Context: an optimization exercise on an open-source flow, tuned for small area, a short achievable clock period and few clock cycles. The choices shown serve that exercise and are no tape-out recipe. The RTL was checked by simulation tests, not by an equivalence proof against the original design. Power is estimated from default activity; no workload was simulated.

## run 1
==> flow/design.v (excerpt) <==
module main(input clk, input rst, input start, input [31:0] n, input [63:0] exponent,
    output ready, output done, output [31:0] prime1
    );
	localparam ITER = 4;
	localparam K    = 36 / ITER;      
	reg st_idle, st_norm, st_dbl, st_mul, st_conv, st_fin, st_gcd;
	reg        done_r;
	reg [31:0] a;         
	reg [63:0] er;        
	reg [6:0]  bl;        
	reg [6:0]  cnt;
	reg        first;     
	reg [33:0] v;
	reg [35:0] S, C;      
	reg [ITER-1:0] xb;    
	reg [ITER-1:0] xyl;   
	reg [ITER-1:0] u;     
	assign ready  = st_idle;
	assign done   = done_r;
	assign prime1 = a;
	reg         cin;      
	wire [35:0] s_nx, c_nx;
	wire        cin_nx;
	modBigNumbers mont (.s(S), .c(C), .cin(cin), .x(xb), .y(v), .xyl(xyl), .u(u), .number(a),
		.so(s_nx), .co(c_nx), .cout(cin_nx));
	wire [ITER-1:0] u_nx;
	montInv minv (.n(n[ITER-1:0]), .u(u_nx));
	wire [36:0] pa = st_conv ? {1'b0, S} :
	                 (st_fin | first) ? 37'd0 :
	                 st_gcd  ? {1'b0, S} : {2'b00, v, 1'b0};
	wire [36:0] pb = st_conv ? {1'b0, C} :
	                 st_fin  ? {1'b1, ~{2'b00, v}} : ~{5'd0, a};
	wire        pc = st_conv ? cin : 1'b1;
	wire [37:0] sum2 = {pa, 1'b1} + {pb, pc};
	wire [36:0] sum  = sum2[37:1];
	wire        neg = sum[36];
	wire [33:0] v_dbl  = neg ? {v[32:0], 1'b0} : sum[33:0];
	wire [33:0] v_conv = er[63] ? {sum[32:0], 1'b0} : sum[33:0];
	wire        normdone = er[63] | (bl == 7'd5);
	wire [4:0]  P = er[63:59];
	wire [35:0] vpad = {2'b00, v};
	wire        b_eq_a = (S == {4'd0, a});
	reg  [31:0] mask;
	reg  [6:0]  cnt0;     
	integer     bi;
	always @(*) begin
		mask = 32'd0;
		cnt0 = 7'd36;
		for (bi = 0; bi < 32; bi = bi + 1)
			if (a[bi]) begin
				mask = {32{1'b1}} >> (31 - bi);
  ...
Size: roughly 3,000 cells after synthesis, roughly 240 flip-flops, roughly 130 I/O pins, roughly 0.026 mm2 of cells after synthesis.
make LEC_CHECK=0 CAP_MARGIN=20 CORE_MARGIN=2 CORE_UTILIZATION=40 SETUP_SLACK_MARGIN=2 SLEW_MARGIN=20 finish   # period 8.0 ns
run.sh (not shown) runs the stock make flow with config.mk's settings and CLKGATE_MAP_FILE= SYNTH_SCRIPT=/design/flow/synth_recipe.tcl, a recipe that flattens the netlist after the stock synthesis.
The final layout from run 1, which completed every stage, passed the timing, design-rule and antenna checks at the end of the flow.
Testbench counts of run 1, summed over its fixed seeds: cycles 98,748.
## Diff of input files: run 2 against run 1
Settings: swapping 2 for 3.5 in SETUP_SLACK_MARGIN.
==> comparison <==
Compared run 2 vs run 1, and area taken by flip-flops and latches is up in run 2. Higher maximum fanout along the worst path was reported by run 1, not run 2. Diff run 1 -> run 2: detailed-routed wire length on met3 up about 40%; worst setup slack climbed 0.74 ns; final instance area climbed 7.5%.
--- input diff run 2..run 3 ---
Settings: a deleted SETUP_SLACK_MARGIN that had been 3.5.
Findings:
Between run 2 and run 3, the fraction of the mapped netlist area in simple logic gates figures differ only marginally.
Re top-level port count: no difference whatsoever between run 3 and run 2.
On largest stage delay on the critical path, the lower figure sits with run 2, not run 3.
From run 2 to run 3 the numbers moved as follows: final period utilization climbed 11 points, final critical path time including I/O delays and setup shows an increase of 0.89 ns, number of placed cells counting well taps roughly the same.
Area overhead of the layout relative to synthesis in run 3 is 8.5 points below run 2.
Run 3 does worse than run 2 on setup slack.
Re total net switching power: run 3 and run 2 aren't equal, and the lower value belongs to run 3.
Relative contribution of combinational cells to total power: run 3 and run 2 compared, higher one is run 2
The top fanout value on the critical path of run 3 is higher than that of run 2.
[inputs] run 4 vs run 3
Settings: SETUP_SLACK_MARGIN newly set to 3.
Notes after the runs:
- Of the two values seen for cell at the slowest stage of the critical path, sky130_fd_sc_hd__fa_1 was produced by run 4 and sky130_fd_sc_hd__or2_2 by run 3.
- Run 4 and run 3 ended up with roughly the same fraction of the mapped netlist area in adder cells.
- Summary of run 4 over run 3: final critical-path required period has decreased; die area flat; power share of the clock group went down by 1.5 points; total sequential power essentially unchanged.
- Run 3 leaves less setup margin than run 4.
- Run 3 -> run 4: setup clock skew after layout flat
- Run 4 ended up with a higher post-route total power than run 3 did.
- Looking at run 4 and run 3, the total number of multi-input combinational cells is a wash.
- Run 4 ends up with a required time at the endpoint of the critical path that is 0.23 ns higher than in run 3.
- Looking at wire length of the first global-routing pass, run 4 sits 2.4% above run 3.

[what the ideal ports hide]
No port has a modelled driver above. Below, the same layouts with a new extraction and two added sets of constraints. Step 1 sets driving cells, clkbuf_16 on the clock port and buf_2 on the other inputs (assumed; they add their load-dependent delay and slew). Step 2 times the ports against the registers' clock, not the clock port: input delays grow and output delays shrink by t, the midpoint of the rising clock arrivals with the driver on. a / b / c = no drivers / after step 1 / after step 2; a / b = the first two.
| run | t (ns) | setup slack, ns | latest minus earliest clock arrival (ns) | cell pins on the clock port's net |
|---|---|---|---|---|
| run 1 | 0.675 | 2.311 / 2.311 / 2.311 | 0.017 / 0.017 | 1 |
| run 2 | 0.671 | 3.051 / 3.051 / 3.051 | 0.018 / 0.017 | 1 |
| run 3 | 0.675 | 2.156 / 2.156 / 2.156 | 0.014 / 0.015 | 1 |
| run 4 | 0.674 | 2.994 / 2.994 / 2.994 | 0.016 / 0.016 | 1 |
After both steps every run listed still meets setup and hold.
